This design comes from an exercise in tuning for small area, a short achievable clock period and few clock cycles on the open sky130 flow, not from production work.
Only simulation tests tie the RTL to the original design; equivalence was not proved.

File: design.v
module geofence (clk, reset, X, Y, valid, is_inside);
  input clk;
  input reset;
  input [9:0] X;
  input [9:0] Y;
  output reg valid;
  output reg is_inside;
  localparam S_IN = 2'd0, S_SCAN = 2'd1, S_PAIR = 2'd2, S_WAIT = 2'd3;
  reg [1:0] st;
  reg [3:0] cnt;
  reg [2:0] scfg;
  reg [2:0] mask;
  reg [1:0] tp;
  reg       opp, hf;
  reg [2:0] ph, rnd;
  reg       res_q, rpos_q;
  wire in_q = (st == S_IN);
  wire dec  = in_q && (cnt == 4'd11);
  wire wrd  = in_q && (cnt >= 4'd2) && (cnt <= 4'd7);
  wire wrc  = in_q && (cnt >= 4'd5) && (cnt <= 4'd10);
  wire win  = in_q && (cnt >= 4'd7) && (cnt <= 4'd11);
  wire wout = in_q && (cnt >= 4'd9) && (cnt <= 4'd11);
  wire      vC = (cnt >= 4'd4) && (cnt <= 4'd9);
  wire      vD = (cnt >= 4'd5) && (cnt <= 4'd10);
  wire      vE = (cnt >= 4'd6) && (cnt <= 4'd11);
  reg [4:0] mC, mD;
  reg [5:1] cmpm;
  always @(*) begin
    case (cnt)
      4'd5:  mC = 5'b00001;
      4'd6:  mC = 5'b00011;
      4'd7:  mC = 5'b00111;
      4'd8:  mC = 5'b01111;
      4'd9:  mC = 5'b11111;
      default: mC = 5'b00000;
    endcase
    case (cnt)
      4'd6:  mD = 5'b00001;
      4'd7:  mD = 5'b00011;
      4'd8:  mD = 5'b00111;
      4'd9:  mD = 5'b01111;
      4'd10: mD = 5'b11111;
      default: mD = 5'b00000;
    endcase
    case (cnt)
      4'd7:  cmpm = 5'b00001;
      4'd8:  cmpm = 5'b00011;
      4'd9:  cmpm = 5'b00111;
      4'd10: cmpm = 5'b01111;
      4'd11: cmpm = 5'b11111;
      default: cmpm = 5'b00000;
    endcase
  end
  reg [9:0] tx, ty;
  always @(posedge clk) if (st == S_IN && cnt == 4'd1) begin tx <= X; ty <= Y; end
  wire [10:0] dxp = {1'b0, X} - {1'b0, tx};
  wire [10:0] dxm = {1'b0, tx} - {1'b0, X};
  wire [10:0] dyp = {1'b0, Y} - {1'b0, ty};
  wire [10:0] dym = {1'b0, ty} - {1'b0, Y};
  wire        sxn = dxp[10];
  wire        syn = dyp[10];
  wire [9:0]  mxn = sxn ? dxm[9:0] : dxp[9:0];
  wire [9:0]  myn = syn ? dym[9:0] : dyp[9:0];
  reg [21:0] dr0, dr1, dr2, dr3, dr4, dr5;
  wire wr_d = wrd;
  always @(posedge clk) begin
    dr0 <= wr_d ? {sxn, mxn, syn, myn} : dr5;
    dr1 <= dr0; dr2 <= dr1; dr3 <= dr2; dr4 <= dr3; dr5 <= dr4;
  end
  wire       bsx = dr0[21];
  wire [9:0] bax = dr0[20:11];
  wire       bsy = dr0[10];
  wire [9:0] bay = dr0[9:0];
  wire nzx = |bax;
  wire nzy = |bay;
  wire q0 = ~bsx & nzx & ~bsy;
  wire q1 = (bsx | ~nzx) & ~bsy & nzy;
  wire q3 = ~bsx & bsy;
  wire [1:0] quad = {~q0 & ~q1, q1 | q3};
  wire odd = q1 | q3;
  wire lex = bay <= bax;
  wire eqx = bay == bax;
  wire half0 = odd ? (~lex | eqx) : lex;
  reg [9:0] ra, rb;         
  wire fb_a, fb_b;
  wire [9:0] n0 = fb_b ? rb : (fb_a ? ra : (lex ? bay : bax));
  wire [9:0] mxv = lex ? bax : bay;
  wire [11:0] x3 = {2'b00, bax} + {1'b0, bax, 1'b0};
  wire [11:0] y3 = {2'b00, bay} + {1'b0, bay, 1'b0};
  wire [11:0] mx3 = lex ? x3 : y3;
  reg [9:0] br, bd;
  reg [11:0] bd3;
  reg [1:0] bquad;
  reg       bh1;
  always @(posedge clk) begin
    br <= n0; bd <= mxv; bd3 <= mx3; bquad <= quad; bh1 <= ~half0;
  end
  function [11:0] r4step;
    input [9:0] r;
    input [9:0] d;
    input [11:0] d3;
    reg [12:0] t1, t2, t3;
    begin
      t1 = {1'b0, r, 2'b00} - {3'b000, d};
      t2 = {1'b0, r, 2'b00} - {2'b00, d, 1'b0};
      t3 = {1'b0, r, 2'b00} - {1'b0, d3};
      if (!t3[12])      r4step = {2'd3, t3[9:0]};
      else if (!t2[12]) r4step = {2'd2, t2[9:0]};
      else if (!t1[12]) r4step = {2'd1, t1[9:0]};
      else              r4step = {2'd0, r[7:0], 2'b00};
    end
  endfunction
  wire [11:0] sc = r4step(br, bd, bd3);
  reg [9:0] cr, cd;
  reg [11:0] cd3;
  reg [1:0] cq, cquad;
  reg       ch1;
  always @(posedge clk) begin
    cr <= sc[9:0]; cd <= bd; cd3 <= bd3; cq <= sc[11:10]; cquad <= bquad; ch1 <= bh1;
  end
  wire [11:0] sd = r4step(cr, cd, cd3);
  wire [3:0]  q4 = {cq, sd[11:10]};
  wire [9:0]  rem = sd[9:0];
  wire [6:0]  code = {cquad, ch1, ch1 ? ~q4 : q4};
  reg [9:0] e0, e1, e2, e3, e4, e5;
  wire [9:0] ev [0:5];
  assign ev[0] = e0; assign ev[1] = e1; assign ev[2] = e2;
  assign ev[3] = e3; assign ev[4] = e4; assign ev[5] = e5;
  genvar g;
  wire [6:0] cC = {bquad, bh1, 4'd0};
  wire [6:0] cD = {cquad, ch1, ch1 ? ~cq : cq, 2'd0};
  wire [6:0] oC [0:4];
  assign oC[0] = cD; assign oC[1] = e0[9:3]; assign oC[2] = e1[9:3]; assign oC[3] = e2[9:3]; assign oC[4] = e3[9:3];
  reg  [4:0] ltC, eqC, ltD, eqD;
  wire [4:0] lC, qC, lD, qD, lE, qE;
  wire [4:0] dC, dD, dE;    
  generate
    for (g = 0; g < 5; g = g + 1) begin : icg
      assign lC[g] = oC[g][5:4] > cC[5:4];
      assign qC[g] = oC[g][5:4] == cC[5:4];
      assign dC[g] = cC[6] ^ oC[g][6] ^ lC[g];
      assign lD[g] = ltC[g] | (eqC[g] & (cD[3:2] < ev[g][6:5]));
      assign qD[g] = eqC[g] & (cD[3:2] == ev[g][6:5]);
      assign dD[g] = cD[6] ^ ev[g][9] ^ lD[g];
      assign lE[g] = ltD[g] | (eqD[g] & (e0[4:3] < ev[g+1][4:3]));
      assign qE[g] = eqD[g] & (e0[4:3] == ev[g+1][4:3]);
      assign dE[g] = e0[9] ^ ev[g+1][9] ^ lE[g];
    end
  endgenerate
  always @(posedge clk) begin
    ltC <= lC; eqC <= qC; ltD <= lD; eqD <= qD;
  end
  wire [4:0] ene = cmpm;
  wire [4:0] enD = mD & {5{vD}};
  wire [4:0] enC = mC & {5{vC}};
  wire [4:0] pE = ene & ~qE & ~dE, nE = ene & ~qE & dE, aE = ene & qE;
  wire [4:0] pD = enD & ~qD & ~dD, nD = enD & ~qD & dD, aD = enD & qD;
  wire [4:0] pC = enC & ~qC & ~dC, nC = enC & ~qC & dC, aC = enC & qC;
  wire [2:0] ua = rpos_q ? 3'b100 : 3'b010;
  wire [2:0] ub = rpos_q ? 3'b010 : 3'b100;
  wire [2:0] apos = (tp == 2'd1) ? 3'd0 : (3'd7 - {1'b0, tp});    
  wire [2:0] upd [0:5];
  wire [2:0] fin [0:5];
  generate
    for (g = 0; g < 6; g = g + 1) begin : updg
      assign fin[g] = (g == 0) ? {|nE, |pE, |aE}
                               : {pE[g-1], nE[g-1], aE[g-1]};
      wire [2:0] u_fb = (res_q && g == 1) ? ub :
                        (res_q && g == apos) ? ua : 3'b000;
      assign upd[g] = fin[g] | u_fb;
    end
  endgenerate
  wire wr_c = wrc;
  always @(posedge clk) begin
    e0 <= wr_c ? {code, 3'b000} : (e5 | {7'd0, upd[5]});
    e1 <= e0 | {7'd0, upd[0]};
    e2 <= e1 | {7'd0, upd[1]};
    e3 <= e2 | {7'd0, upd[2]};
    e4 <= e3 | {7'd0, upd[3]};
    e5 <= e4 | {7'd0, upd[4]};
  end
  wire [5:0] cur = {cmpm, vE};
  wire [5:0] rP, rN, rA;
  generate
    for (g = 0; g < 6; g = g + 1) begin : rfg
      wire fromD_p = (g < 5) ? pD[g] : 1'b0;
      wire fromD_n = (g < 5) ? nD[g] : 1'b0;
      wire fromD_a = (g < 5) ? aD[g] : 1'b0;
      wire fromC_p = (g < 4) ? pC[g+1] : 1'b0;
      wire fromC_n = (g < 4) ? nC[g+1] : 1'b0;
      wire fromC_a = (g < 4) ? aC[g+1] : 1'b0;
      assign rP[g] = ev[g][2] | fin[g][2] | fromD_p | fromC_p;
      assign rN[g] = ev[g][1] | fin[g][1] | fromD_n | fromC_n;
      assign rA[g] = ev[g][0] | fin[g][0] | fromD_a | fromC_a;
    end
  endgenerate
  wire dP = |nD | pC[0], dN = |pD | nC[0], dA = |aD | aC[0];
  wire kP = |nC,         kN = |pC,         kA = |aC;
  wire [7:0] pv = {vC, vD, cur};
  wire [7:0] aP = {kP, dP, rP};
  wire [7:0] aN = {kN, dN, rN};
  wire [7:0] aA = {kA, dA, rA};
  wire ins  = &(~pv | (aP & aN));
  wire outs = |(pv & ~aA & ~(aP & aN));
  wire dok  = ~valid & ((win & ins) | (wout & outs));
  wire [5:0] sP = {e5[2], e4[2], e3[2], e2[2], e1[2], e0[2]};
  wire [5:0] sN = {e5[1], e4[1], e3[1], e2[1], e1[1], e0[1]};
  wire ins_now = &(sP & sN);
  reg nb1, nb2, nb3;
  always @(posedge clk) begin
    nb1 <= e2[8:3] == e3[8:3];
    nb2 <= e2[8:3] == e4[8:3];
    nb3 <= e2[8:3] == e5[8:3];
  end
  wire amb1 = nb1;
  wire amb2 = nb2;
  wire amb3 = nb3 && (scfg < 3'd3);
  wire [2:0] pend = {amb3, amb2, amb1} & ~mask;
  wire [1:0] tsel = pend[0] ? 2'd1 : (pend[1] ? 2'd2 : 2'd3);
  wire [2:0] tbit = pend[0] ? 3'b001 : (pend[1] ? 3'b010 : 3'b100);
  wire       eb9 = (tsel == 2'd1) ? e4[9] : ((tsel == 2'd2) ? e5[9] : e0[9]);
  wire inp = (st == S_PAIR);
  assign fb_a = inp && (ph == 3'd0) && (rnd != 3'd0);
  assign fb_b = inp && (rnd != 3'd0) &&
                ((tp == 2'd1) ? (ph == 3'd5) : (tp == 2'd2) ? (ph == 3'd4) : (ph == 3'd3));
  wire a_d = inp && (ph == 3'd2);
  wire b_d = inp && ((tp == 2'd1) ? (ph == 3'd1 && rnd != 3'd0) :
                     (tp == 2'd2) ? (ph == 3'd0 && rnd != 3'd0) : (ph == 3'd5));
  wire [2:0] brnd = (tp == 2'd3) ? rnd : rnd - 3'd1;
  reg [3:0] ba, qb;
  reg       bchk, blast;
  wire differ = qb != ba;
  wire res = bchk && (differ || blast);
  wire rpos = differ & ((qb > ba) ^ hf ^ opp);
  always @(posedge clk) begin
    if (a_d) begin
      ra <= rem;
      ba <= q4;
    end
    if (b_d) rb <= rem;
    qb <= q4;
    bchk <= b_d && (brnd != 3'd0);
    blast <= brnd == 3'd5;
  end
  wire fin_scan = (st == S_SCAN) && (ins_now || (pend == 3'd0 && scfg == 3'd5));
  always @(posedge clk) begin
    is_inside <= (st == S_SCAN) ? ins_now : ins;
    res_q <= res;
    rpos_q <= rpos;
  end
  always @(posedge clk or posedge reset) begin
    if (reset) begin
      st <= S_IN;
      cnt <= 4'd1;
      valid <= 1'b0;
    end else begin
      valid <= ((st == S_IN) && dok) || fin_scan;
      case (st)
        S_IN: begin
          cnt <= valid ? 4'd1 : cnt + 4'd1;
          if (!valid && dec && !ins && !outs)
            st <= S_SCAN;
        end
        S_SCAN: begin
          if (fin_scan) begin
            st <= S_IN;
            cnt <= 4'd12;
          end else if (pend != 3'd0)
            st <= S_PAIR;
        end
        default: begin  
          if (st == S_PAIR && res)
            st <= S_WAIT;
          else if (st == S_WAIT && ph == 3'd5)
            st <= S_SCAN;
        end
      endcase
    end
  end
  always @(posedge clk) begin
    case (st)
      S_IN: begin
        scfg <= 3'd0;
        mask <= 3'd0;
      end
      S_SCAN: begin
        if (pend == 3'd0) begin
          scfg <= scfg + 3'd1;
          mask <= 3'd0;
        end else begin
          tp <= tsel;
          mask <= mask | tbit;
          opp <= e3[9] ^ eb9;
          hf <= e3[7];
          ph <= 3'd1;
          rnd <= 3'd0;
        end
      end
      default: begin
        if (ph == 3'd5) begin
          ph <= 3'd0;
          rnd <= rnd + 3'd1;
        end else
          ph <= ph + 3'd1;
      end
    endcase
  end
endmodule
File: run.sh
#!/bin/bash
# synth_recipe.tcl (not shown) runs the flow's synth.tcl, then flattens the netlist and writes it again
# the make line also repeats each setting of config.mk as NAME=value (left out here)
make -C /OpenROAD-flow-scripts/flow DESIGN_CONFIG=/design/flow/config.mk WORK_HOME=/design/flow/orfs CLKGATE_MAP_FILE= SYNTH_SCRIPT=/design/flow/synth_recipe.tcl finish
File: config.mk
export PLATFORM = sky130hd
export DESIGN_NAME = geofence
export DESIGN_NICKNAME = geofence
export VERILOG_FILES = /design/flow/design.v
export SDC_FILE = /design/flow/constraint.sdc
export NUM_CORES = 4
export LEC_CHECK = 0
export ABC_AREA = 1
export ABC_CLOCK_PERIOD_IN_PS = 2450
export CAP_MARGIN = 20
export CORE_MARGIN = 2
export CORE_UTILIZATION = 55
export SETUP_SLACK_MARGIN = 3.05
export SLEW_MARGIN = 20
File: constraint.sdc
create_clock -name core_clock -period 5.5 [get_ports {clk}]
set_input_delay 1.1000 -clock core_clock [delete_from_list [all_inputs] [get_ports {clk}]]
set_output_delay 1.1000 -clock core_clock [all_outputs]
set_load 0.01 [all_outputs]
==> results.sh, run 1 <==
export IMPL_hp_start="dr4[7]"
export IMPL_num_vias=14880
export IMPL_row_count=66
export IMPL_syn_avg_cell_area_um2=8.248
export IMPL_dieHeight_um=186.1
export IMPL_synth_cells=2210
export IMPL_rsz0062_at_grt="true"
export IMPL_muxShareOfSynthArea_pct=0.1167
export IMPL_hold_depth=0
export IMPL_dpl_hpwl_um=35230
export IMPL_nNetsFinal=2566
export IMPL_grt_pass1_vias=14050
export IMPL_netlist_area_um2=18230
export IMPL_required_ns=5.99
export IMPL_status="finished clean"
export IMPL_clock_root_buffer="clkbuf_16"
export IMPL_dieArea_um2=34610
export IMPL_slew_violations=0
export IMPL_viasPerCell=5.268
export IMPL_synth_xor_area_share_pct=4.613
export IMPL_grt_max_degree=25
export IMPL_antenna_found_initial=0
export IMPL_cpPeakStageDelay_ns=0.64
export IMPL_endpoint_kind="flop"
export IMPL_clk_latency_ns=0.55
export IMPL_crit_path_frequent_cell="nand2_2"
export IMPL_setup_viol=0
export IMPL_post_drt_wl_per_cell_um=17.04
export IMPL_die_w_um=186.1
export IMPL_synth_edf_count=60
export IMPL_path_delay_family="simple AND/OR/NAND/NOR gates"
export IMPL_overflow=0
export IMPL_numClockSinks=361
export IMPL_portBuffers=23
export IMPL_cts_tree="yes"
export IMPL_diodes=0
export IMPL_ys_ff_latch=361
export IMPL_cp_slowest_cell="dfstp_2"
export IMPL_timing_final_crit_share_pct=47.55
export IMPL_final_antenna_net_count=0
export IMPL_ios=24
export IMPL_drtIter0Drc=947
export IMPL_yosysWarnings=1
export IMPL_synth_compound_area_share_pct=11.74
export IMPL_r2r_end="st[1]"
export IMPL_max_cap_violations=0
export IMPL_cp_start_kind="flop"
export IMPL_cts_buffer_depth=3
export IMPL_final_setup_skew_ns=0.01791
export IMPL_initial_core_util_pct=55.88
export IMPL_areaGrowthSynthToFinish_pct=23.69
export IMPL_h_tree_depth=2
export IMPL_path_clk_slew_ns=0.06
export IMPL_grt_util_all_layers_pct=27.62
export IMPL_hold_path_class="reg -> reg"
export IMPL_synth_top_area_cell="dfxtp_1"
export IMPL_yosys_area_top_type_share_pct=32.29
export IMPL_ys_seq_area_share_pct=43.14
export IMPL_crit_path_cell_trace="ha_4 > clkinvlp_4 > a21oi_4 > buf_12 > nor2_4 > nand2_4 > nand3_4 > nand2_2 > inv_2 > nand2_2 > nand2_2 > nand2_1 > nand4_1 > nor2_1 > nand3_2 > nand2_2 > nand3_2 > nand2_1"
export IMPL_min_period_ns=2.615
export IMPL_dp_cells=2647
export IMPL_path_buf_inv=3
export IMPL_synthAdderAreaFrac_pct=13.65
export IMPL_synth_simple_area_share_pct=18.02
export IMPL_synth_fp_nets=2426
export IMPL_reg2reg_slack_ns=2.88
export IMPL_reg2reg_from="cnt[0]"
export IMPL_crit_arrival_ns=3.10
export IMPL_drcViolationCount=0
export IMPL_async_flop_share_pct=1.939
export IMPL_drt_total_wl_um=48110
export IMPL_post_layout_nonfiller_instances=2824
export IMPL_relSlewSlack_pct=33.73
export IMPL_critical_path_class="reg -> reg"
export IMPL_ys_flop_type="dfxtp_1"
export IMPL_gp_congestion=0.9436
export IMPL_hold_end="dr5[7]"
export IMPL_ff2ff_path_depth=18
export IMPL_finalSetupTns_ns=0
export IMPL_synth_cell_types=65
export IMPL_layout_drive_gt1_share_pct=20.78
export IMPL_synthTopCellsByArea="dfxtp_1, ha_1, edfxtp_1"
export IMPL_cts_buffers=40
export IMPL_worst_slew_pin_slew_ns=0.9931
export IMPL_critPathMaxFanout=5
export IMPL_fmax_ghz=0.3824
export IMPL_drtPass1Iterations=5
export IMPL_grt_pass1_wl_um=73630
export IMPL_coreArea_um2=32620
export IMPL_synth_top_family_by_area="simple AND/OR/NAND/NOR gates"
export IMPL_finalHoldViolations=0
==> worst max-delay path by stage <==
stage                      start      end  cells after the start
after global routing      cnt[0]    st[1]                     16
after global placement      X[0]  dr0[20]                     16
after CTS                 cd3[0]    rb[6]                     10
final                     cnt[0]    st[1]                     18
after floorplan             X[0]  dr0[20]                     15
after detailed placement    X[0]  dr0[20]                     16
==> cells in the mapped netlist, drive strengths merged, types with 9 or more instances <==
cell type / number
a211oi: 9
a21o: 9
a21oi: 125
a22oi: 9
a31oi: 17
buf: 15
clkbuf: 19
dfxtp: 294
edfxtp: 60
ha: 186
inv: 377
nand2: 439
nand3: 109
nand4: 25
nor2: 168
nor3: 13
o21ai: 138
o221ai: 15
or2: 10
xnor2: 43
xor2: 53
==> layout by cell type (no fill, tap or decap), drive strengths merged, types with 4 or more instances in the layout <==
cell and n:
nand2 440, inv 381, dfxtp 294, ha 186
nor2 168, o21ai 138, a21oi 126, buf 110
nand3 109, edfxtp 60, clkbuf 58, xor2 53
xnor2 43, nand4 25, a31oi 17, o221ai 15
nor3 13, clkinv 12, or2 10, a21o 9
a22oi 9, a211oi 9, clkinvlp 8, fa 8
o21bai 7, nand3b 6, o211ai 6, dfrtp 6
o311ai 4, a22o 4, clkdlybuf4s50 4, dlygate4sd2 4
o31ai 4, a221oi 4
==> registers in the layout, indices dropped and copies added (netlist names), 9 cells and up <==
signal / cells
bd: 9
bd3: 12
br: 10
cd: 9
cd3: 12
cr: 10
dr0: 22
dr1: 22
dr2: 22
dr3: 22
dr4: 22
dr5: 22
e0: 10
e1: 10
e2: 10
e3: 10
e4: 10
e5: 10
ra: 10
rb: 10
tx: 10
ty: 10
==> metrics by stage <==
step                area (um2)  hold WS, ns  worst slack [ns]  util (%)
floorplan                18460       0.3096             2.534         -
global placement         19100       0.3095             1.534     58.54
detailed placement       19100       0.3121             1.475     58.54
CTS                      21540       0.3135             2.963     66.04
global route             22550       0.3164             2.747     69.12
finish                   22550       0.3203             2.885     69.12
==> worst reg2reg max path: stages (launching register included) <==
cell	delay, ns
dfstp_2	0.64
ha_4	0.21
clkinvlp_4	0.11
a21oi_4	0.18
buf_12	0.14
nor2_4	0.05
nand2_4	0.11
nand3_4	0.08
nand2_2	0.08
inv_2	0.04
nand2_2	0.06
nand2_2	0.07
nand2_1	0.06
nand4_1	0.22
nor2_1	0.20
nand3_2	0.08
nand2_2	0.08
nand3_2	0.07
nand2_1	0.06
==> cell families (layout without fill, tap and decap cells) <==
family / Yosys count / count (layout)
XOR/XNOR: 96 / 96
adder cells (fa/ha/maj): 194 / 194
multiplexers: 2 / 2
AND/OR/NAND/NOR: 779 / 780
buffers and inverters: 414 / 584
flip-flops: 361 / 361
AO/OA/AOI/OAI: 364 / 365
==> what timing repair did <==
item | in CTS | in global routing
gates cloned | 3 | 4
pin swaps | 50 | 84
resized for setup | 220 | 197
endpoints found under the setup margin | 86 | 83
buffers inserted | 57 | 39
hold buffers | 0 | 0
==> cell type report <==
class,count,area (um2)
sequential,361,7940
inverter,380,1490
tap,442,553.0
multi-input combinational,1437,10010
clock inverter,22,260.3
clock buffer,52,1096
timing repair inverter,2,16.27
timing repair buffer,128,1181
fill,2643,10070
==> routing by layer <==
layer  vias to the layer above  GRT usage (%)  wire, um
li1                       7474              -         -
met1                      6952          37.12     21890
met2                       345          44.70     22030
met3                       107          4.207      2374
met4                         0          10.96      1808
met5                         -              0         0
Testbench counts, summed over its fixed seeds: cycles 16,231.
==> inputs of run 2 (changes only) <==
--- a/design.v
+++ b/design.v
@@ -113,22 +113,23 @@
   wire [11:0] sc = r4step(br, bd, bd3);
   reg [9:0] cr, cd;
   reg [11:0] cd3;
-  reg [1:0] cq, cquad;
+  reg [1:0] csub, cquad;     
   reg       ch1;
   always @(posedge clk) begin
-    cr <= sc[9:0]; cd <= bd; cd3 <= bd3; cq <= sc[11:10]; cquad <= bquad; ch1 <= bh1;
+    cr <= sc[9:0]; cd <= bd; cd3 <= bd3; csub <= sc[11:10] ^ {2{bh1}}; cquad <= bquad; ch1 <= bh1;
   end
   wire [11:0] sd = r4step(cr, cd, cd3);
+  wire [1:0]  cq = csub ^ {2{ch1}};
   wire [3:0]  q4 = {cq, sd[11:10]};
   wire [9:0]  rem = sd[9:0];
-  wire [6:0]  code = {cquad, ch1, ch1 ? ~q4 : q4};
+  wire [6:0]  code = {cquad, ch1, csub, ch1 ? ~sd[11:10] : sd[11:10]};
   reg [9:0] e0, e1, e2, e3, e4, e5;
   wire [9:0] ev [0:5];
   assign ev[0] = e0; assign ev[1] = e1; assign ev[2] = e2;
   assign ev[3] = e3; assign ev[4] = e4; assign ev[5] = e5;
   genvar g;
   wire [6:0] cC = {bquad, bh1, 4'd0};
-  wire [6:0] cD = {cquad, ch1, ch1 ? ~cq : cq, 2'd0};
+  wire [6:0] cD = {cquad, ch1, csub, 2'd0};
   wire [6:0] oC [0:4];
   assign oC[0] = cD; assign oC[1] = e0[9:3]; assign oC[2] = e1[9:3]; assign oC[3] = e2[9:3]; assign oC[4] = e3[9:3];
   reg  [4:0] ltC, eqC, ltD, eqD;
==> results.sh, run 2 <==
export IMPL_ys_ff_latch=361
export IMPL_ff2ff_path_depth=19
export IMPL_ys_flop_type="dfxtp_1"
export IMPL_cp_start_kind="flop"
export IMPL_synthTopCellsByArea="dfxtp_1, ha_1, edfxtp_1"
export IMPL_fillCellCount=2650
export IMPL_netlist_area_um2=18260
export IMPL_final_setup_skew_ns=0.02306
export IMPL_synth_edf_count=60
export IMPL_fmax_ghz=0.3799
export IMPL_use_met3_pct=3.057
export IMPL_rsz0062_at_grt="true"
export IMPL_hold_depth=0
export IMPL_drtPass1Iterations=5
export IMPL_endpoint_kind="flop"
export IMPL_areaGrowthSynthToFinish_pct=22.16
export IMPL_viasPerCell=5.237
export IMPL_critPathMaxFanout=6
export IMPL_setup_viol=0
export IMPL_layout_drive_gt1_share_pct=21.09
export IMPL_crit_arrival_ns=3.05
export IMPL_yosysWarnings=1
export IMPL_clk_latency_ns=0.53
export IMPL_portBuffers=23
export IMPL_critical_path_class="reg -> reg"
export IMPL_synth_most_common_cell="nand2_1"
export IMPL_gp_congestion=0.9210
export IMPL_slew_violations=0
export IMPL_grtUsageMet2_pct=45.98
export IMPL_reg2reg_from="cnt[0]"
export IMPL_final_cell_mix="nand2_1, inv_1, dfxtp_1, ha_1, nor2_1"
export IMPL_relSlewSlack_pct=39.75
export IMPL_drtIter0Drc=795
export IMPL_finalHoldViolations=0
export IMPL_critical_path_endpoint="st[1]"
export IMPL_dpl_hpwl_um=34600
export IMPL_worst_slew_pin_slew_ns=0.9027
export IMPL_crit_start="cnt[0]"
export IMPL_crit_path_frequent_cell="nand2_2"
export IMPL_diodes=0
export IMPL_status="finished clean"
export IMPL_dieArea_um2=34670
export IMPL_final_core_util_pct=68.38
export IMPL_cpPeakStageDelay_ns=0.66
export IMPL_cts_buffers=39
export IMPL_grt_max_degree=43
export IMPL_cp_slowest_cell="dfstp_2"
export IMPL_drt_total_wl_um=47460
export IMPL_antenna_found_initial=0
export IMPL_num_vias=14560
export IMPL_muxShareOfSynthArea_pct=0.1782
export IMPL_reg2reg_slack_ns=2.87
export IMPL_gr_usage_met1_pct=35.50
export IMPL_grt_util_all_layers_pct=26.79
export IMPL_fin_ws_ns=2.868
export IMPL_synth_fp_nets=2397
export IMPL_pre_cts_slack_ns=1.510
export IMPL_ios=24
export IMPL_hold_buffers=0
export IMPL_synthAdderAreaFrac_pct=13.62
export IMPL_async_flop_share_pct=1.939
export IMPL_ys_seq_area_share_pct=43.07
export IMPL_nNetsFinal=2524
export IMPL_h_tree_depth=2
export IMPL_numClockSinks=361
export IMPL_post_drt_wl_per_cell_um=17.07
export IMPL_synth_common_cells="nand2_1, inv_1, dfxtp_1, ha_1, nor2_1"
export IMPL_synth_xor_area_share_pct=4.941
export IMPL_synth_top_family_by_area="simple AND/OR/NAND/NOR gates"
export IMPL_path_clk_slew_ns=0.07
export IMPL_grt_pass1_wl_um=72280
export IMPL_overflow=0
export IMPL_syn_avg_cell_area_um2=8.371
export IMPL_grt_busiest_layer="met2"
export IMPL_hold_path_class="reg -> reg"
export IMPL_synth_compound_area_share_pct=11.77
export IMPL_multi_input_area_um2=10000
export IMPL_crit_path_cell_trace="inv_4 > ha_4 > inv_1 > nand2_1 > nand3_2 > nand2_4 > inv_4 > nand4_1 > and2_0 > nand2_1 > nand2_2 > nand2_2 > nand2_2 > nor2_4 > nand2_2 > nand3_2 > nand2_2 > nand3_2 > nand2_1"
export IMPL_dieHeight_um=186.2
export IMPL_cts_tree="yes"
export IMPL_cts_buffer_depth=3
export IMPL_synth_cells=2181
export IMPL_timing_final_crit_share_pct=47.86
export IMPL_yosys_area_top_type_share_pct=32.24
export IMPL_drcViolationCount=0
export IMPL_grt_pass1_vias=13890
export IMPL_finalSetupTns_ns=0
export IMPL_register_area_um2=7928
export IMPL_timing_hold_ws_ns=0.3165
export IMPL_synth_cell_types=70
export IMPL_synth_simple_area_share_pct=17.62
export IMPL_max_cap_violations=0
export IMPL_r2r_end="st[1]"
export IMPL_required_ns=5.91
export IMPL_synth_top_area_cell="dfxtp_1"
export IMPL_final_antenna_net_count=0
export IMPL_initial_core_util_pct=55.97
export IMPL_clock_root_buffer="clkbuf_16"
export IMPL_die_w_um=186.2
export IMPL_row_count=66
export IMPL_coreArea_um2=32620
export IMPL_layout_cells_most_common="nand2_1"
export IMPL_min_period_ns=2.632
run 2: cells by family (layout without fill, tap and decap cells):
kind of cell,Yosys count,after routing
buf+inv,411,566
fa+ha+maj,194,194
simple gates,749,751
compound gates,360,360
flops,361,361
xor+xnor,103,103
mux,3,3
run 2: final cells by class:
cell class	count	share of cell area [%]
tap	442	2.480
timing repair inverter	2	0.06732
inverter	374	6.648
multi-input combinational	1411	44.85
sequential	361	35.54
clock buffer	49	5.099
clock inverter	22	0.7349
timing repair buffer	119	4.578
run 2: how the worst min path moves through the flow:
stage | endpoint | from | slack, ns
after global placement | dr5[2] | dr4[2] | 0.31
after detailed placement | dr5[5] | dr4[5] | 0.31
final | dr3[2] | dr2[2] | 0.32
after floorplan | dr2[0] | dr1[0] | 0.31
after global routing | dr3[4] | dr2[4] | 0.33
after CTS | dr2[13] | dr1[13] | 0.32
run 2: critical path, delay by kind of cell, from the launching register on:
kind / cells / cell delay [ns]
buf+inv: 3 / 0.25
flops: 1 / 0.66
simple gates: 15 / 1.41
fa+ha+maj: 1 / 0.18
run 2: repair_timing:
action	4_1_cts	5_1_grt
endpoints found under the hold margin	0	0
cloned	2	3
setup endpoints to repair	90	72
pin swaps	54	95
buffers inserted	47	43
gates resized for setup	215	209
run 2: stage by stage:
stage               cell area, um2  instances
floorplan                    18440       2181
global placement             19030       2614
detailed placement           19030       2614
CTS                          21260       2734
global route                 22300       2780
finish                       22300       2780
run 2: routing by layer:
layer / vias to the layer above / share of wire, %
li1: 7337 / -
met1: 6789 / 45
met2: 336 / 48
met3: 98 / 4.0
met4: 0 / 3.1
met5: - / 0
Testbench counts of run 2, summed over its fixed seeds: cycles 16,231.
==> inputs of run 3 (changes only) <==
--- a/design.v
+++ b/design.v
@@ -91,9 +91,11 @@
   reg [9:0] br, bd;
   reg [11:0] bd3;
   reg [1:0] bquad;
-  reg       bh1;
+  reg       bh1, bq1;
+  wire      q1y = {bay, 1'b0} >= {1'b0, bax};
+  wire      q1x = {bax, 1'b0} >= {1'b0, bay};
   always @(posedge clk) begin
-    br <= n0; bd <= mxv; bd3 <= mx3; bquad <= quad; bh1 <= ~half0;
+    br <= n0; bd <= mxv; bd3 <= mx3; bquad <= quad; bh1 <= ~half0; bq1 <= lex ? q1y : q1x;
   end
   function [11:0] r4step;
     input [9:0] r;
@@ -128,7 +130,7 @@
   assign ev[0] = e0; assign ev[1] = e1; assign ev[2] = e2;
   assign ev[3] = e3; assign ev[4] = e4; assign ev[5] = e5;
   genvar g;
-  wire [6:0] cC = {bquad, bh1, 4'd0};
+  wire [6:0] cC = {bquad, bh1, bh1 ^ bq1, 3'd0};
   wire [6:0] cD = {cquad, ch1, csub, 2'd0};
   wire [6:0] oC [0:4];
   assign oC[0] = cD; assign oC[1] = e0[9:3]; assign oC[2] = e1[9:3]; assign oC[3] = e2[9:3]; assign oC[4] = e3[9:3];
@@ -137,11 +139,11 @@
   wire [4:0] dC, dD, dE;    
   generate
     for (g = 0; g < 5; g = g + 1) begin : icg
-      assign lC[g] = oC[g][5:4] > cC[5:4];
-      assign qC[g] = oC[g][5:4] == cC[5:4];
+      assign lC[g] = oC[g][5:3] > cC[5:3];
+      assign qC[g] = oC[g][5:3] == cC[5:3];
       assign dC[g] = cC[6] ^ oC[g][6] ^ lC[g];
-      assign lD[g] = ltC[g] | (eqC[g] & (cD[3:2] < ev[g][6:5]));
-      assign qD[g] = eqC[g] & (cD[3:2] == ev[g][6:5]);
+      assign lD[g] = ltC[g] | (eqC[g] & ~cD[2] & ev[g][5]);
+      assign qD[g] = eqC[g] & ~(cD[2] ^ ev[g][5]);
       assign dD[g] = cD[6] ^ ev[g][9] ^ lD[g];
       assign lE[g] = ltD[g] | (eqD[g] & (e0[4:3] < ev[g+1][4:3]));
       assign qE[g] = eqD[g] & (e0[4:3] == ev[g+1][4:3]);
--- a/config.mk
+++ b/config.mk
@@ -6,9 +6,9 @@
 export NUM_CORES = 4
 export LEC_CHECK = 0
 export ABC_AREA = 1
-export ABC_CLOCK_PERIOD_IN_PS = 2450
+export ABC_CLOCK_PERIOD_IN_PS = 2550
 export CAP_MARGIN = 20
 export CORE_MARGIN = 2
 export CORE_UTILIZATION = 55
-export SETUP_SLACK_MARGIN = 3.05
+export SETUP_SLACK_MARGIN = 2.95
 export SLEW_MARGIN = 20
==> results.sh, run 3 <==
export IMPL_dieArea_um2=35430
export IMPL_ys_seq_area_share_pct=42.24
export IMPL_syn_avg_cell_area_um2=8.281
export IMPL_final_setup_skew_ns=0.01525
export IMPL_finalHoldViolations=0
export IMPL_critical_path_endpoint="dr0[2]"
export IMPL_hold_path_class="reg -> reg"
export IMPL_overflow=0
export IMPL_gp_congestion=0.9154
export IMPL_grt_pass1_vias=14610
export IMPL_path_clk_slew_ns=0.06
export IMPL_cp_start_kind="primary input"
export IMPL_die_w_um=188.2
export IMPL_ff2ff_path_depth=15
export IMPL_ys_ff_latch=362
export IMPL_yosys_area_top_type_share_pct=31.64
export IMPL_critPathMaxFanout=7
export IMPL_crit_start="Y[0]"
export IMPL_num_vias=15190
export IMPL_slew_violations=0
export IMPL_diodes=0
export IMPL_finalSetupTns_ns=0
export IMPL_grt_pass1_wl_um=77110
export IMPL_synthTopCellsByArea="dfxtp_1, ha_1, edfxtp_1"
export IMPL_synth_cells=2254
export IMPL_clock_root_buffer="clkbuf_16"
export IMPL_cts_buffer_depth=3
export IMPL_dpl_hpwl_um=36380
export IMPL_min_period_ns=2.610
export IMPL_synth_fp_nets=2483
export IMPL_timing_final_crit_share_pct=47.46
export IMPL_critical_path_class="in -> reg"
export IMPL_drtIter0Drc=870
export IMPL_required_ns=5.97
export IMPL_synth_cell_types=61
export IMPL_dieHeight_um=188.2
export IMPL_layout_drive_gt1_share_pct=16.85
export IMPL_synth_edf_count=60
export IMPL_synth_most_common_cell="nand2_1"
export IMPL_crit_arrival_ns=3.08
export IMPL_r2r_end="st[1]"
export IMPL_worst_slew_pin_slew_ns=0.5915
export IMPL_antenna_found_initial=0
export IMPL_ios=24
export IMPL_numClockSinks=362
export IMPL_netlist_area_um2=18670
export IMPL_viasPerCell=5.327
export IMPL_fillCellCount=2735
export IMPL_ys_flop_type="dfxtp_1"
export IMPL_fmax_ghz=0.3831
export IMPL_status="finished clean"
export IMPL_layout_cells_most_common="nand2_1"
export IMPL_setup_viol=0
export IMPL_synth_top_area_cell="dfxtp_1"
export IMPL_cts_buffers=40
export IMPL_dp_cells=2695
export IMPL_drtPass1Iterations=5
export IMPL_drcViolationCount=0
export IMPL_drt_total_wl_um=49280
export IMPL_reg2reg_from="cnt[0]"
export IMPL_post_layout_nonfiller_instances=2852
export IMPL_nNetsFinal=2603
export IMPL_yosysWarnings=1
export IMPL_clk_latency_ns=0.55
export IMPL_final_cell_mix="nand2_1, inv_1, dfxtp_1, ha_1, nor2_1"
export IMPL_portBuffers=23
export IMPL_reg2reg_slack_ns=2.90
export IMPL_placement_cell_area_um2=19470
export IMPL_relSlewSlack_pct=60.47
export IMPL_post_drt_wl_per_cell_um=17.28
export IMPL_rsz0062_at_grt="true"
export IMPL_async_flop_share_pct=1.934
export IMPL_endpoint_kind="flop"
export IMPL_initial_core_util_pct=55.80
export IMPL_final_antenna_net_count=0
export IMPL_grt_util_all_layers_pct=27.33
export IMPL_cts_tree="yes"
export IMPL_coreArea_um2=33450
export IMPL_synth_common_cells="nand2_1, inv_1, dfxtp_1, ha_1, nor2_1"
export IMPL_areaGrowthSynthToFinish_pct=20.28
export IMPL_grt_max_degree=43
export IMPL_h_tree_depth=2
export IMPL_row_count=67
export IMPL_max_cap_violations=0
export IMPL_stdcell_area_um2=22450
## run 3: changes by cell type after synthesis, moves of 7 or more
cell / change
clkbuf_1: +7
xnor2_1: +11
a21oi_1: +19
nand2_1: +18
nor3_1: +9
nand3_1: +7
inv_1: -7
nand4_1: +12
o21ai_0: +12
ha_1: +13
## run 3: repair_timing
| action | in CTS | in global routing |
|---|---|---|
| buffers inserted | 41 | 41 |
| resized for setup | 189 | 140 |
| hold buffers | 0 | 0 |
| gates cloned | 1 | 2 |
| setup endpoints to repair | 92 | 83 |
| pin swaps | 48 | 59 |
## run 3: per-stage QoR
step           hold slack [ns]  worst slack [ns]  utilization (%)
5_1_grt                 0.3284             2.765            67.12
3_3_place_gp            0.3099             1.192            58.20
2_1_floorplan           0.3096             2.567                -
3_5_place_dp            0.3121             1.140            58.20
4_1_cts                 0.3233             2.933            64.67
6_report                0.3241             2.890            67.12
## run 3: critical path, stage by stage
cell	delay [ns]
buf_12	0.11
inv_12	0.04
ha_4	0.13
fa_2	0.25
nor2_4	0.05
nor3_4	0.20
o21ai_2	0.11
a21boi_2	0.19
o21bai_2	0.10
a21oi_4	0.22
buf_6	0.17
nand2_2	0.06
o21ai_2	0.06
xor2_1	0.17
nand2_1	0.07
nand2_1	0.06
## run 3: layout make-up
cell class,count,area (um2),area share (%)
flip-flops and latches,362,7944,35.38
clock inverters,20,192.7,0.8583
clock buffers,52,1107,4.932
inverters,364,1423,6.337
repair buffers,113,953.4,4.247
repair inverters,1,7.507,0.03344
multi-input cells,1492,10260,45.71
well taps,448,560.5,2.497
## run 3: worst min-delay path by stage
| stage | end | startpoint | depth (start not counted) | slack [ns] |
|---|---|---|---|---|
| finish | dr2[21] | dr1[21] | 0 | 0.32 |
| global route | dr3[17] | dr2[17] | 0 | 0.33 |
| CTS | dr4[11] | dr3[11] | 0 | 0.32 |
| detailed placement | dr3[13] | dr2[13] | 0 | 0.31 |
| global placement | dr3[13] | dr2[13] | 0 | 0.31 |
| floorplan | dr2[0] | dr1[0] | 0 | 0.31 |
## run 3: cell families (layout without fill, tap and decap cells)
kind of cell	after synthesis	in the layout	share of synthesized area, %
xor+xnor	109	109	5.115
flops	362	362	42.24
fa+ha+maj	207	207	14.20
buf+inv	401	550	8.198
simple gates	779	780	17.58
mux	3	3	0.1743
compound gates	393	393	12.50
## run 3: routing by layer
layer | up-vias | share of wire (%) | GRT usage [%]
met2 | 348 | 49 | 47.32
met3 | 95 | 3.8 | 3.185
met1 | 7110 | 44 | 34.98
met4 | 0 | 3.4 | 10.57
li1 | 7641 | - | -
met5 | - | 0 | 0
Testbench counts of run 3, summed over its fixed seeds: cycles 15,988.
==> inputs of run 4 (changes only) <==
--- a/config.mk
+++ b/config.mk
@@ -6,9 +6,9 @@
 export NUM_CORES = 4
 export LEC_CHECK = 0
 export ABC_AREA = 1
-export ABC_CLOCK_PERIOD_IN_PS = 2550
+export ABC_CLOCK_PERIOD_IN_PS = 2450
 export CAP_MARGIN = 20
 export CORE_MARGIN = 2
 export CORE_UTILIZATION = 55
-export SETUP_SLACK_MARGIN = 2.95
+export SETUP_SLACK_MARGIN = 3.05
 export SLEW_MARGIN = 20
==> results.sh, run 4 <==
export IMPL_worst_slew_pin_slew_ns=0.6155
export IMPL_cts_buffer_depth=3
export IMPL_ios=24
export IMPL_ys_flop_type="dfxtp_1"
export IMPL_slew_violations=0
export IMPL_final_cell_mix="nand2_1, inv_1, dfxtp_1, ha_1, nor2_1"
export IMPL_final_setup_skew_ns=0.01531
export IMPL_num_vias=15390
export IMPL_synth_most_common_cell="nand2_1"
export IMPL_timing_final_crit_share_pct=48.23
export IMPL_path_clk_slew_ns=0.06
export IMPL_finalSetupTns_ns=0
export IMPL_critical_path_class="reg -> reg"
export IMPL_dieHeight_um=188.2
export IMPL_viasPerCell=5.361
export IMPL_grt_max_degree=43
export IMPL_post_layout_nonfiller_instances=2871
export IMPL_areaGrowthSynthToFinish_pct=24.02
export IMPL_drcViolationCount=0
export IMPL_post_drt_wl_per_cell_um=17.55
export IMPL_initial_core_util_pct=55.80
export IMPL_coreArea_um2=33450
export IMPL_final_antenna_net_count=0
export IMPL_yosysWarnings=1
export IMPL_rsz0062_at_grt="true"
export IMPL_antenna_found_initial=0
export IMPL_grt_util_all_layers_pct=27.72
export IMPL_cts_tree="yes"
export IMPL_endpoint_kind="flop"
export IMPL_drtPass1Iterations=5
export IMPL_hold_path_class="reg -> reg"
export IMPL_grt_pass1_vias=14750
export IMPL_dpl_hpwl_um=36380
export IMPL_diodes=0
export IMPL_numClockSinks=362
export IMPL_synth_top_area_cell="dfxtp_1"
export IMPL_status="finished clean"
export IMPL_syn_avg_cell_area_um2=8.281
export IMPL_synth_cell_types=61
export IMPL_yosys_area_top_type_share_pct=31.64
export IMPL_synth_common_cells="nand2_1, inv_1, dfxtp_1, ha_1, nor2_1"
export IMPL_grt_pass1_wl_um=78200
export IMPL_row_count=67
export IMPL_synth_fp_nets=2483
export IMPL_cp_start_kind="flop"
export IMPL_min_period_ns=2.653
export IMPL_required_ns=5.92
export IMPL_overflow=0
export IMPL_dp_cells=2695
export IMPL_synthTopCellsByArea="dfxtp_1, ha_1, edfxtp_1"
export IMPL_synth_cells=2254
export IMPL_layout_drive_gt1_share_pct=20.51
export IMPL_finalHoldViolations=0
export IMPL_crit_arrival_ns=3.07
export IMPL_drt_total_wl_um=50370
export IMPL_gp_congestion=0.9154
export IMPL_final_core_util_pct=69.21
export IMPL_drtIter0Drc=967
export IMPL_clock_root_buffer="clkbuf_16"
export IMPL_synth_edf_count=60
export IMPL_clk_latency_ns=0.55
export IMPL_critPathMaxFanout=7
export IMPL_fmax_ghz=0.3770
export IMPL_max_cap_violations=0
export IMPL_relSlewSlack_pct=58.89
export IMPL_cts_buffers=40
export IMPL_die_w_um=188.2
export IMPL_nNetsFinal=2622
export IMPL_ys_seq_area_share_pct=42.24
export IMPL_setup_viol=0
export IMPL_portBuffers=23
export IMPL_ys_ff_latch=362
export IMPL_async_flop_share_pct=1.934
export IMPL_h_tree_depth=2
export IMPL_layout_cells_most_common="nand2_1"
export IMPL_timing_hold_ws_ns=0.3247
export IMPL_netlist_area_um2=18670
export IMPL_hold_buffers=0
export IMPL_dieArea_um2=35430
run 4: final cells by class:
cell class | instances | area [um2]
Timing Repair Buffer | 130 | 1219
Clock buffer | 52 | 1107
Sequential cell | 362 | 7970
Timing Repair inverter | 1 | 7.507
Clock inverter | 20 | 192.7
Multi-Input combinational cell | 1494 | 10660
Fill cell | 2629 | 10300
Inverter | 364 | 1430
Tap cell | 448 | 560.5
run 4: what timing repair did:
item,in CTS,in global routing
endpoints found under the setup margin,97,91
setup buffers,59,39
pin swaps,68,78
gates resized for setup,258,200
hold endpoints to repair,0,0
cloned,1,5
run 4: metrics by stage:
step	area [um2]	setup WS [ns]
finish	23150	2.847
global route	23150	2.758
CTS	22020	2.953
detailed placement	19470	1.140
global placement	19470	1.192
floorplan	18780	2.567
run 4: kinds of logic (layout without fill, tap and decap cells):
group | after synthesis | in the layout | synth area share (%)
AND/OR/NAND/NOR | 779 | 782 | 17.58
buffers and inverters | 401 | 567 | 8.198
AO/OA/AOI/OAI | 393 | 393 | 12.50
flip-flops | 362 | 362 | 42.24
adder cells (fa/ha/maj) | 207 | 207 | 14.20
XOR/XNOR | 109 | 109 | 5.115
multiplexers | 3 | 3 | 0.1743
run 4: final timing paths:
kind                              start      end  slack (ns)  cells past startpoint
worst max-delay path             cnt[0]    valid        2.85                     16
min in group asynchronous         reset    st[0]        0.81                      2
worst max register to register   cnt[0]    valid        2.85                     16
worst min register to register  dr3[10]  dr4[10]        0.32                      0
max in group asynchronous         reset   cnt[0]        4.39                      2
worst min-delay path            dr3[10]  dr4[10]        0.32                      0
run 4: metal layers:
metal | up-vias | wire, um | part of all wire, % | track usage (%)
met2 | 394 | 24870 | 49 | 48.42
met1 | 7203 | 21820 | 43 | 35.28
met5 | - | 0 | 0 | 0
li1 | 7693 | - | - | -
met3 | 102 | 1989 | 3.9 | 3.259
met4 | 0 | 1692 | 3.4 | 10.24
run 4: critical path, stage by stage (launching register included):
cell and delay (ns):
dfstp_2 0.65, ha_4 0.23, nand3_4 0.15, a21oi_4 0.22
buf_12 0.15, nand3_4 0.10, nor2_4 0.13, nor2_1 0.05
nand3_1 0.09, nand2_2 0.08, nand2_2 0.07, nand3_2 0.11
buf_4 0.17, o22ai_4 0.14, o21ai_1 0.09, nand2_1 0.06
nand2_1 0.04

static timing again, ports no longer ideal:
The results above use ideal ports. As a check the final layouts listed here were re-extracted and re-timed, cells and wires unchanged. Step 1, drivers: a clkbuf_16 drives clk and a buf_2 each remaining input, both assumed. Step 2 adds t to the input delays and takes it off the output delays; t is the mean of the earliest and latest rising clock arrival at the registers after step 1. Input paths then give back, and output paths get back, about the clock's delay inside the block. Slacks: no drivers / after step 1 / after step 2; pairs: no drivers / after step 1.
run	t (ns)	setup WS [ns]	clock arrival spread, ns	worst data-port slew with drivers (ns)	pins driven straight from the clock port
run 1	0.597	2.885 / 2.885 / 2.377	0.019 / 0.019	0.07	1
run 2	0.577	2.868 / 2.868 / 2.292	0.023 / 0.024	0.06	1
run 3	0.591	2.890 / 2.898 / 2.307	0.019 / 0.019	0.06	1
run 4	0.593	2.847 / 2.847 / 2.341	0.017 / 0.017	0.06	1
After both steps every run listed still meets setup and hold. For run 3, which loses most, drivers alone change the setup slack by +0.008 ns; drivers and shift together by -0.583 ns.
